Background: an optimization exercise with open tools, aiming at small area, a short achievable clock period and few clock cycles. Do not read the settings as production practice. RTL that was checked went through simulation tests only; none was proved equivalent to the original.

==> xenon: inputs <==
// lascon_top
module lascon_top #(
    parameter int LASCON_VARIANT = 0
)(
    input  logic        clk,
    input  logic        rst,
    input  logic [2:0]  mode_i,
    input  logic [31:0] xof_len_i,
    input  logic        start_i,
    input  logic        abort_i,
    output logic        busy_o,
    output logic        done_o,
    output logic        tag_fail_o,
    input  logic [63:0] s_axis_tdata,
    input  logic [7:0]  s_axis_tkeep,
    input  logic [3:0]  s_axis_tuser,
    input  logic        s_axis_tlast,
    input  logic        s_axis_tvalid,
    output logic        s_axis_tready,
    output logic [63:0] m_axis_tdata,
    output logic [7:0]  m_axis_tkeep,
    output logic [3:0]  m_axis_tuser,
    output logic        m_axis_tlast,
    output logic        m_axis_tvalid,
    input  logic        m_axis_tready
);
clock: 7.0 ns
lec_check: 0
cap_margin: 20
core_margin: 2
core_utilization: 40
setup_slack_margin: 0.3
slew_margin: 20
run.sh (not shown) runs the stock make flow with config.mk's settings and CLKGATE_MAP_FILE= SYNTH_SCRIPT=/design/flow/synth_recipe.tcl, a recipe that flattens the netlist after the stock synthesis.
==> inputs of cedar, as changes to xenon <==
--- a/flow/design.v
+++ b/flow/design.v
@@ -19,17 +19,17 @@
     output logic        s_axis_tready,
     output logic [63:0] m_axis_tdata,
     output logic [7:0]  m_axis_tkeep,
     output logic [3:0]  m_axis_tuser,
     output logic        m_axis_tlast,
     output logic        m_axis_tvalid,
     input  logic        m_axis_tready
 );
-    localparam int NR = 1;    
+    localparam int NR = 2;    
     localparam logic [63:0] AEAD_IV = 64'h00001000808c0001;
     localparam logic [319:0] HIV_HASH = {64'h1a5c464906c5976d, 64'h3c7fd4a4d56a4db3,
         64'hae65396c6b34b81a, 64'h4bc3a01e333751d2, 64'h9b1e5494e934d681};
     localparam logic [319:0] HIV_XOF  = {64'he0547524db6f0bde, 64'h0ee0ea53416b58cc,
         64'he7508fd780085631, 64'hcc7ce6c75f1ef969, 64'hda82ce768d9447eb};
     localparam logic [319:0] HIV_CXOF = {64'h8f3f1d02d432bc46, 64'h2ab14907720780b6,
         64'he9901dec426e81b5, 64'h43d12d7dc0377bbc, 64'h675527c2a0e8de03};
     localparam logic [3:0] U_AD = 4'd3, U_PT = 4'd4, U_CT = 4'd5, U_TAG = 4'd6,
@@ -60,16 +60,17 @@
     logic [63:0] k0, k1;
     logic [3:0]  ph;
     logic        pa;           
     logic [3:0]  rc;           
     logic        post_k, post_d, post_p0, chain;
     logic [1:0]  cnt2;         
     logic [28:0] wcnt;         
     logic        abort_l;
+    logic        tfail;        
     logic [63:0] obuf;
     logic        o_valid, o_last, o_dig;
     logic [3:0]  o_user;
     logic [7:0]  o_keep;
     logic [63:0] in_sw, bmask, padv, pin;
     always_comb begin
         in_sw = swap64(s_axis_tdata);
         for (int i = 0; i < 8; i++) bmask[63-8*i -: 8] = {8{s_axis_tkeep[i]}};
@@ -354,25 +355,27 @@
         end
     end
     always_ff @(posedge clk or posedge rst) begin
         if (rst) begin
             ph <= P_IDLE;
             pa <= 1'b0;
             o_valid <= 1'b0;
             abort_l <= 1'b0;
+            tfail   <= 1'b0;
         end else begin
             ph <= ph_n;
             pa <= pa_n;
             o_valid <= o_ld || (o_valid && !m_axis_tready);
             abort_l <= (ph == P_IDLE) ? 1'b0 : (abort_l || abort_i);
+            tfail   <= (ph == P_TIN) && (s3 != 64'd0 || n4 != 64'd0);
         end
     end
     assign s_axis_tready = rdy;
     assign m_axis_tvalid = o_valid;
     assign m_axis_tdata  = o_valid ? swap64(obuf) : 64'd0;
     assign m_axis_tkeep  = o_keep;
     assign m_axis_tuser  = o_user;
     assign m_axis_tlast  = tlast_out;
     assign busy_o        = (ph != P_IDLE) && (ph != P_DONE);
     assign done_o        = (ph == P_DONE);
-    assign tag_fail_o    = (ph == P_DONE) && (mode_i == 3'd1) && ((s3 | s4) != 64'd0);
+    assign tag_fail_o    = (ph == P_DONE) && tfail;
 endmodule
CORE_UTILIZATION = 55   (was 40)
SETUP_SLACK_MARGIN = 3.6   (was 0.3)
==> results.txt <==
- cedar died in 5_1_grt. xenon ran to the end with no violations.
- Against cedar, the area after synthesis of xenon is smaller by 21%.
- Of xenon and cedar, cedar has the higher synthesized cell count (gap about 17%, measured against cedar).
==> figures <==
                                                                                cedar       xenon
Synthesized area                                                             61300 um^2  48700 um^2
Outcome                                                          stopped before the end  timing/DRC/antenna clean
Failing step                                                                    5_1_grt           -
Die Span X                                                                       338 um      353 um
Average size of a mapped cell                                                 9.19 um^2   8.76 um^2
Dpl cells                                                                          8499        7344
Register bit total from synthesis                                                   573         572
Sequential fraction of the synthesis area                                         0.226       0.284
Yosys top cell area share                                                         0.206       0.146
Largest area contributor in the synthesized netlist                             xnor2_1    edfxtp_1
Detailed-placement wirelength estimate                                        317000 um   236000 um
Share of cell area taken by muxes after synthesis                                0.0329      0.0221
Instance area at placement                                                   70300 um^2  54300 um^2
Simple-gate share of the synthesized area                                         0.106       0.130
Global placement routability congestion                                            1.39        1.13
Floorplan row count                                                                 122         128
Synthesized-area fraction occupied by ao, oa, aoi and oai cells                  0.0953       0.167
Net Count, Synth                                                                   7058        5879
Initial Util                                                                      0.554       0.402
Post-Synth Adder-Cell Area                                                       0.0698      0.0648
Pre-CTS setup slack                                                            -6.40 ps     1430 ps
Post-synthesis cell type count                                                       82          98
Setup repair bufs after CTS                                                        1145           0
Function was not checked in any run of this note: the RTL went through the layout flow alone.


==> 06-05 <==
Another version of the RTL of lascon_top (not shown whole).
Settings: LEC_CHECK=0, CAP_MARGIN=30, CORE_MARGIN=2, CORE_UTILIZATION=40, PLACE_DENSITY=0.5, SETUP_SLACK_MARGIN=2.9, SLEW_MARGIN=20; clock period 7.0 ns.
==> inputs of 11-28, as changes to 06-05 <==
--- a/flow/design.v
+++ b/flow/design.v
@@ -1,6 +1,50 @@
 `timescale 1ns / 1ps
+module state_merge #(
+    parameter int W = 384
+)(
+    input  logic [W-1:0] r_i,
+    input  logic [W-1:0] u_i,
+    input  logic [W-1:0] y_i,
+    output logic [W-1:0] n_o
+);
+    assign n_o = (r_i & u_i) ^ y_i;
+endmodule
+`timescale 1ns / 1ps
+module ascon_rounds #(
+    parameter int NR = 2
+)(
+    input  logic [319:0] st_i,
+    input  logic [3:0]   rc_i,
+    output logic [319:0] st_o
+);
+    function automatic logic [319:0] ascon_round(input logic [319:0] s, input logic [7:0] c);
+        logic [63:0] x0, x1, x2, x3, x4, t0, t1, t2, t3, t4;
+        x0 = s[0*64 +: 64]; x1 = s[1*64 +: 64]; x2 = s[2*64 +: 64];
+        x3 = s[3*64 +: 64]; x4 = s[4*64 +: 64];
+        x2[7:0] = x2[7:0] ^ c;
+        x0 = x0 ^ x4; x4 = x4 ^ x3; x2 = x2 ^ x1;
+        t0 = ~x0 & x1; t1 = ~x1 & x2; t2 = ~x2 & x3; t3 = ~x3 & x4; t4 = ~x4 & x0;
+        x0 = x0 ^ t1; x1 = x1 ^ t2; x2 = x2 ^ t3; x3 = x3 ^ t4; x4 = x4 ^ t0;
+        x1 = x1 ^ x0; x0 = x0 ^ x4; x3 = x3 ^ x2; x2 = ~x2;
+        x0 = x0 ^ {x0[18:0], x0[63:19]} ^ {x0[27:0], x0[63:28]};
+        x1 = x1 ^ {x1[60:0], x1[63:61]} ^ {x1[38:0], x1[63:39]};
+        x2 = x2 ^ {x2[0],    x2[63:1]}  ^ {x2[5:0],  x2[63:6]};
+        x3 = x3 ^ {x3[9:0],  x3[63:10]} ^ {x3[16:0], x3[63:17]};
+        x4 = x4 ^ {x4[6:0],  x4[63:7]}  ^ {x4[40:0], x4[63:41]};
+        ascon_round = {x4, x3, x2, x1, x0};
+    endfunction
+    always_comb begin
+        logic [3:0] r;
+        st_o = st_i;
+        for (int i = 0; i < NR; i++) begin
+            r = rc_i + 4'(i);
+            st_o = ascon_round(st_o, (i == 0) ? 8'd0 : {~r, r});
+        end
+    end
+endmodule
+`timescale 1ns / 1ps
 module lascon_top #(
     parameter int LASCON_VARIANT = 0
 )(
     input  logic        clk,
     input  logic        rst,
@@ -35,26 +79,11 @@
     localparam logic [3:0] U_AD = 4'd3, U_PT = 4'd4, U_CT = 4'd5, U_TAG = 4'd6,
                            U_Z = 4'd8, U_DIG = 4'd9;
     localparam logic [11:0] P_IDLE = 12'd1, P_LOAD = 12'd2, P_AD0 = 12'd4, P_AD1 = 12'd8,
                             P_D0 = 12'd16, P_D1 = 12'd32, P_TOUT = 12'd64, P_TIN = 12'd128,
                             P_HABS = 12'd256, P_SQZ = 12'd512, P_FIN = 12'd1024, P_DONE = 12'd2048;
-    function automatic logic [319:0] ascon_round(input logic [319:0] s, input logic [3:0] r);
-        logic [63:0] x0, x1, x2, x3, x4, t0, t1, t2, t3, t4;
-        x0 = s[0*64 +: 64]; x1 = s[1*64 +: 64]; x2 = s[2*64 +: 64];
-        x3 = s[3*64 +: 64]; x4 = s[4*64 +: 64];
-        x2[7:0] = x2[7:0] ^ {~r, r};
-        x0 = x0 ^ x4; x4 = x4 ^ x3; x2 = x2 ^ x1;
-        t0 = ~x0 & x1; t1 = ~x1 & x2; t2 = ~x2 & x3; t3 = ~x3 & x4; t4 = ~x4 & x0;
-        x0 = x0 ^ t1; x1 = x1 ^ t2; x2 = x2 ^ t3; x3 = x3 ^ t4; x4 = x4 ^ t0;
-        x1 = x1 ^ x0; x0 = x0 ^ x4; x3 = x3 ^ x2; x2 = ~x2;
-        x0 = x0 ^ {x0[18:0], x0[63:19]} ^ {x0[27:0], x0[63:28]};
-        x1 = x1 ^ {x1[60:0], x1[63:61]} ^ {x1[38:0], x1[63:39]};
-        x2 = x2 ^ {x2[0],    x2[63:1]}  ^ {x2[5:0],  x2[63:6]};
-        x3 = x3 ^ {x3[9:0],  x3[63:10]} ^ {x3[16:0], x3[63:17]};
-        x4 = x4 ^ {x4[6:0],  x4[63:7]}  ^ {x4[40:0], x4[63:41]};
-        ascon_round = {x4, x3, x2, x1, x0};
-    endfunction
+    localparam int I_IDLE = 0, I_LOAD = 1, I_AD0 = 2, I_AD1 = 3, I_D0 = 4, I_D1 = 5, I_TOUT = 6, I_TIN = 7, I_HABS = 8, I_SQZ = 9, I_FIN = 10, I_DONE = 11;
     function automatic logic [63:0] swap64(input logic [63:0] d);
         swap64 = {d[7:0], d[15:8], d[23:16], d[31:24], d[39:32], d[47:40], d[55:48], d[63:56]};
     endfunction
     logic [63:0] s0, s1, s2, s3, s4;
     logic [63:0] k0, k1;
@@ -95,14 +124,17 @@
     assign is_hash256 = (mode_i == 3'd2);
     assign in_full    = (s_axis_tkeep == 8'hFF);
     assign in_z       = (s_axis_tuser == U_Z);
     logic [319:0] st, rout;
     assign st = {s4, s3, s2, s1, s0};
-    always_comb begin
-        rout = st;
-        for (int i = 0; i < NR; i++) rout = ascon_round(rout, rc + 4'(i));
-    end
+    ascon_rounds #(.NR(NR)) u_rounds (.st_i(st), .rc_i(rc), .st_o(rout));
+    state_merge #(.W(384)) u_merge (
+        .r_i ({rout[0*64 +: 64], rout}),
+        .u_i ({uo, {64{pa}}, {64{pa}}, {64{pa}}, u1, u0}),
+        .y_i ({yo, y4, y3, y2c, y1, y0}),
+        .n_o ({on, n4, n3, n2, n1, n0})
+    );
     logic last;
     assign last = pa && lastq;
     logic or_free;
     assign or_free = !o_valid || m_axis_tready;
     logic tlast_out;
@@ -151,18 +183,18 @@
             if (post_p0) m0[63] = 1'b1;
             if (post_k) begin xk3 = 1'b1; xk4 = 1'b1; end
             if (post_d) m4[0] = 1'b1;
             if (chain) begin
                 act = 1'b0;
-                if (ph[$clog2(P_AD0)] || ph[$clog2(P_D0)]) start_perm(1'b0, 1'b0, 1'b1, 1'b0, 1'b0);    
-                else if (ph[$clog2(P_TOUT)] || ph[$clog2(P_TIN)]) start_perm(1'b1, 1'b1, 1'b0, 1'b0, 1'b0);  
+                if (ph[I_AD0] || ph[I_D0]) start_perm(1'b0, 1'b0, 1'b1, 1'b0, 1'b0);    
+                else if (ph[I_TOUT] || ph[I_TIN]) start_perm(1'b1, 1'b1, 1'b0, 1'b0, 1'b0);  
                 else start_perm(1'b1, 1'b0, 1'b0, 1'b0, 1'b0);                                 
             end
         end
         if (act) begin
-            unique case (1'b1)
-                ph[$clog2(P_IDLE)]: begin
+            case (1'b1)
+                ph[I_IDLE]: begin
                     rdy = 1'b1;
                     if (start_i) begin
                         cnt2_n = 2'd0;
                         wcnt_n = is_hash256 ? 29'd4 : xof_len_i[31:3];
                         if (is_aead) begin
@@ -182,11 +214,11 @@
                                 end else start_perm(1'b1, 1'b0, 1'b0, 1'b0, 1'b0);
                             end
                         end
                     end
                 end
-                ph[$clog2(P_LOAD)]: begin
+                ph[I_LOAD]: begin
                     rdy = 1'b1;
                     if (s_axis_tvalid) begin
                         cnt2_n = cnt2 + 2'd1;
                         case (cnt2)
                             2'd0: begin m1 = pin; ld_k0 = 1'b1; end
@@ -198,11 +230,11 @@
                                 ph_n = P_AD0;
                             end
                         endcase
                     end
                 end
-                ph[$clog2(P_AD1)]: begin
+                ph[I_AD1]: begin
                     rdy = 1'b1;
                     if (s_axis_tvalid) begin
                         m1 = pin;
                         if (s_axis_tlast) begin
                             if (in_full) start_perm(1'b0, 1'b0, 1'b0, 1'b1, 1'b1);
@@ -212,133 +244,130 @@
                             start_perm(1'b0, 1'b0, 1'b0, 1'b0, 1'b0);
                             ph_n = P_AD0;
                         end
                     end
                 end
-                ph[$clog2(P_AD0)], ph[$clog2(P_D0)], ph[$clog2(P_D1)]: begin
+                ph[I_AD0], ph[I_D0], ph[I_D1]: begin
                     rdy = or_free;
                     if (s_axis_tvalid && or_free) begin
-                        if (ph[$clog2(P_AD0)] && s_axis_tuser == U_AD) begin
+                        if (ph[I_AD0] && s_axis_tuser == U_AD) begin
                             m0 = pin;
                             if (s_axis_tlast) begin
                                 if (in_full) m1[63] = 1'b1;
                                 start_perm(1'b0, 1'b0, 1'b1, 1'b0, 1'b0);
                                 ph_n = P_D0;
                             end else ph_n = P_AD1;
                         end else begin
-                            if (ph[$clog2(P_AD0)]) m4[0] = ~m4[0];    
+                            if (ph[I_AD0]) m4[0] = ~m4[0];    
                             o_ld = 1'b1;
                             o_ld_user = is_enc ? U_CT : U_PT;
                             o_ld_keep = s_axis_tkeep;
-                            if (ph[$clog2(P_D1)]) begin
+                            if (ph[I_D1]) begin
                                 m1 = pin; dm1 = !is_enc; o_src = 3'd1;
                                 o_ld_last = is_enc ? (s_axis_tlast && !in_full) : s_axis_tlast;
                             end else begin
                                 m0 = pin; dm0 = !is_enc; o_src = 3'd0;
                                 o_ld_last = is_enc ? 1'b0 : s_axis_tlast;
                             end
                             cnt2_n = 2'd0;
                             if (s_axis_tlast) begin
-                                if (ph[$clog2(P_D1)] && in_full) begin
+                                if (ph[I_D1] && in_full) begin
                                     start_perm(1'b0, 1'b1, 1'b0, 1'b1, 1'b1);
                                 end else begin
-                                    if (!ph[$clog2(P_D1)] && in_full) m1[63] = 1'b1;
+                                    if (!ph[I_D1] && in_full) m1[63] = 1'b1;
                                     xk3 = ~xk3; xk4 = ~xk4;
                                     start_perm(1'b1, 1'b1, 1'b0, 1'b0, 1'b0);
                                 end
                                 ph_n = is_enc ? P_TOUT : P_TIN;
-                            end else if (ph[$clog2(P_D1)]) begin
+                            end else if (ph[I_D1]) begin
                                 start_perm(1'b0, 1'b0, 1'b0, 1'b0, 1'b0);
                                 ph_n = P_D0;
                             end else ph_n = P_D1;
                         end
                     end
                 end
-                ph[$clog2(P_TOUT)]: begin
+                ph[I_TOUT]: begin
                     if (or_free && !pa) begin
                         o_ld = 1'b1; o_ld_user = 4'd6; o_ld_keep = 8'hFF;
                         if (cnt2 == 2'd0) begin
                             o_src = 3'd3; cnt2_n = 2'd1;
                         end else begin
                             o_src = 3'd4; o_ld_last = 1'b1; ph_n = P_FIN;
                         end
                     end
                 end
-                ph[$clog2(P_TIN)]: begin
+                ph[I_TIN]: begin
                     rdy = !pa;
                     if (!pa && s_axis_tvalid) begin
                         cnt2_n = cnt2 + 2'd1;
                         if (cnt2 == 2'd0) m3 = pin;
                         else begin m4 = pin; ph_n = P_DONE; end
                     end
                 end
-                ph[$clog2(P_HABS)]: begin
+                ph[I_HABS]: begin
                     rdy = 1'b1;
                     if (s_axis_tvalid) begin
                         m0 = pin;
                         if (s_axis_tlast) begin
                             start_perm(1'b1, 1'b0, 1'b0, in_full, in_full);
                             ph_n = in_z ? P_HABS : P_SQZ;
                         end else start_perm(1'b1, 1'b0, 1'b0, 1'b0, 1'b0);
                     end
                 end
-                ph[$clog2(P_SQZ)]: begin
+                ph[I_SQZ]: begin
                     if (or_free) begin
                         o_ld = 1'b1; o_src = 3'd0; o_ld_dig = 1'b1;
                         o_ld_last = sq_last || abort_i || abort_l;
                         wcnt_n = wcnt - 29'd1;
                         if (sq_last || abort_i || abort_l) ph_n = P_FIN;
                         else start_perm(1'b1, 1'b0, 1'b0, 1'b0, 1'b0);
                     end
                 end
-                ph[$clog2(P_FIN)]: begin
+                ph[I_FIN]: begin
                     if (or_free) ph_n = P_DONE;
                 end
-                ph[$clog2(P_DONE)]: begin
+                ph[I_DONE]: begin
                     ph_n = P_IDLE;
                 end
                 default: ;
             endcase
         end
         if (o_valid && o_dig && m_axis_tready && tlast_out) begin
             ph_n = P_DONE; pa_n = 1'b0; o_ld = 1'b0;
         end
     end
     logic [319:0] cst, hb;
-    logic [63:0] y0, y1, y2, y3, y4, u0, u1, n0, n1, n2, n3, n4;
-    logic [63:0] ro0, yo, on;
+    logic [63:0] x0, x1, y0, y1, y2, y3, y4, u0, u1, n0, n1, n2, n3, n4;
+    logic [63:0] uo, yo, y2c, on;
     always_comb begin
         case (mode_i)
             3'd0, 3'd1: cst = {256'd0, AEAD_IV};
             3'd2:       cst = HIV_HASH;
             3'd3:       cst = HIV_XOF;
             default:    cst = HIV_CXOF;
         endcase
         hb = hsel ? cst : ((pa) ? 320'd0 : st);
-        y0 = hb[0*64 +: 64] ^ m0;
-        y1 = hb[1*64 +: 64] ^ m1;
+        x0 = hb[0*64 +: 64] ^ m0;
+        x1 = hb[1*64 +: 64] ^ m1;
+        y0 = x0;
+        y1 = x1;
         y2 = hb[2*64 +: 64] ^ m2;
         y3 = hb[3*64 +: 64] ^ m3 ^ (xk3 ? k0 : 64'd0);
         y4 = hb[4*64 +: 64] ^ m4 ^ (xk4 ? k1 : 64'd0);
         u0 = {64{pa}};
         u1 = {64{pa}};
         for (int b = 0; b < 64; b++) begin
             if (dm0 && bmask[b]) begin u0[b] = 1'b0; y0[b] = pin[b]; end
             if (dm1 && bmask[b]) begin u1[b] = 1'b0; y1[b] = pin[b]; end
         end
-        n0 = (rout[0*64 +: 64] & u0) ^ y0;
-        n1 = (rout[1*64 +: 64] & u1) ^ y1;
-        n2 = (rout[2*64 +: 64] & {64{pa}}) ^ y2;
-        n3 = (rout[3*64 +: 64] & {64{pa}}) ^ y3;
-        n4 = (rout[4*64 +: 64] & {64{pa}}) ^ y4;
-        ro0 = rout[0*64 +: 64] & {64{o_ld && o_src == 3'd0 && pa}};
+        uo = {64{o_ld && o_src == 3'd0 && pa}};
         if (!o_ld)                yo = obuf;
-        else if (o_src == 3'd0)   yo = hb[0*64 +: 64] ^ m0;
-        else if (o_src == 3'd1)   yo = s1 ^ m1;
+        else if (o_src == 3'd0)   yo = x0;
+        else if (o_src == 3'd1)   yo = x1;
         else if (o_src == 3'd3)   yo = s3;
         else                      yo = s4;
-        on = ro0 ^ yo;
+        y2c = y2 ^ {56'd0, pa_n ? {~rc_n, rc_n} : 8'd0};
     end
     always_ff @(posedge clk) begin
         s0 <= n0;
         s1 <= n1;
         s2 <= n2;
@@ -365,19 +394,19 @@
             tfail   <= 1'b0;
         end else begin
             ph <= ph_n;
             pa <= pa_n;
             o_valid <= o_ld || (o_valid && !m_axis_tready);
-            abort_l <= (ph[$clog2(P_IDLE)]) ? 1'b0 : (abort_l || abort_i);
-            tfail   <= ph[$clog2(P_TIN)] && ((s3 != 64'd0) || ((s4 ^ pin) != 64'd0));
+            abort_l <= (ph[I_IDLE]) ? 1'b0 : (abort_l || abort_i);
+            tfail   <= ph[I_TIN] && ((s3 != 64'd0) || (y4 != 64'd0));
         end
     end
     assign s_axis_tready = rdy;
     assign m_axis_tvalid = o_valid;
     assign m_axis_tdata  = o_valid ? swap64(obuf) : 64'd0;
     assign m_axis_tkeep  = o_keep;
     assign m_axis_tuser  = o_user;
     assign m_axis_tlast  = tlast_out;
-    assign busy_o        = (!ph[$clog2(P_IDLE)]) && (!ph[$clog2(P_DONE)]);
-    assign done_o        = (ph[$clog2(P_DONE)]);
-    assign tag_fail_o    = (ph[$clog2(P_DONE)]) && tfail;
+    assign busy_o        = (!ph[I_IDLE]) && (!ph[I_DONE]);
+    assign done_o        = (ph[I_DONE]);
+    assign tag_fail_o    = (ph[I_DONE]) && tfail;
 endmodule
--- a/flow/config.mk
+++ b/flow/config.mk
@@ -5,9 +5,10 @@
 export SDC_FILE = /design/flow/constraint.sdc
 export NUM_CORES = 4
 export LEC_CHECK = 0
 export CAP_MARGIN = 30
 export CORE_MARGIN = 2
-export CORE_UTILIZATION = 40
-export PLACE_DENSITY = 0.5
+export CORE_UTILIZATION = 45
+export PLACE_DENSITY = 0.65
 export SETUP_SLACK_MARGIN = 2.9
 export SLEW_MARGIN = 20
+export SYNTH_HIERARCHICAL = 1
==> results.txt <==
| metric | 11-28 | 06-05 |
|---|---|---|
| Routability congestion estimate | 1.25 | 1.20 |
| Fraction of layout cells with a size suffix above 1 | 22.5% | 28.3% |
| Start point of the worst hold path | obuf[9] | post_p0 |
| Yosys synthesis warning count | 8 | 1 |
| Final non-filler cell total | 10300 | 10900 |
| Worst path arrival time | 5030 ps | 4980 ps |
| Worst Max-Slew Pin Slew | 1090 ps | 1360 ps |
| R2R Setup Slk | 2570 ps | 2660 ps |
| Fraction of met3 tracks used by global routing | 34.8% | 30.1% |
| Status | complete, no violations | complete, no violations |
| Filler cell count | 13100 | 14600 |
| Well-tap cell count | 2030 | 2189 |
| Met1 Wirelength | 152000 µm | 170000 µm |
| Reg-to-reg startpoint | s4[50] | rc[2] |
| Tightest hold margin | 574 ps | 532 ps |
| Starting density of the core | 45.3% | 40.4% |
| Non-clk buf share | 9.79% | 12.9% |
| Number of antenna diodes | 27 | 50 |
| Number of cells on the worst hold path | 3 | 2 |
Testbench counts of 11-28, summed over its fixed seeds: cycles 20,321.
For 06-05, only the layout was checked, not whether the RTL still works.

[what the ideal ports hide]
How much do the figures lean on ideal ports? The routed layouts below were timed once more, with nothing changed but the port constraints.
Step 1 sets driving cells, clkbuf_16 on the clock port and buf_2 on the other inputs (assumed; they add their load-dependent delay and slew).
Step 2 also shifts input and output timing later by t, the mid clock arrival at the registers, as if the neighbouring blocks saw the same clock.
Three values: ideal ports, drivers, drivers and shift; two values: the first two.
run | t (ns) | slack for setup (ns) | latest minus earliest clock arrival (ns) | cell pins on the clock port's net
xenon | 0.765 | 1.031 / 0.957 / 1.135 | 0.039 / 0.040 | 1
06-05 | 0.885 | 2.663 / 2.663 / 1.918 | 0.081 / 0.081 | 1
11-28 | 0.799 | 2.571 / 2.571 / 2.057 | 0.072 / 0.072 | 1
After both steps setup and hold are still met in every run listed. For 06-05, which loses most, drivers alone change the setup slack by 0.000 ns; drivers and shift together by -0.745 ns.
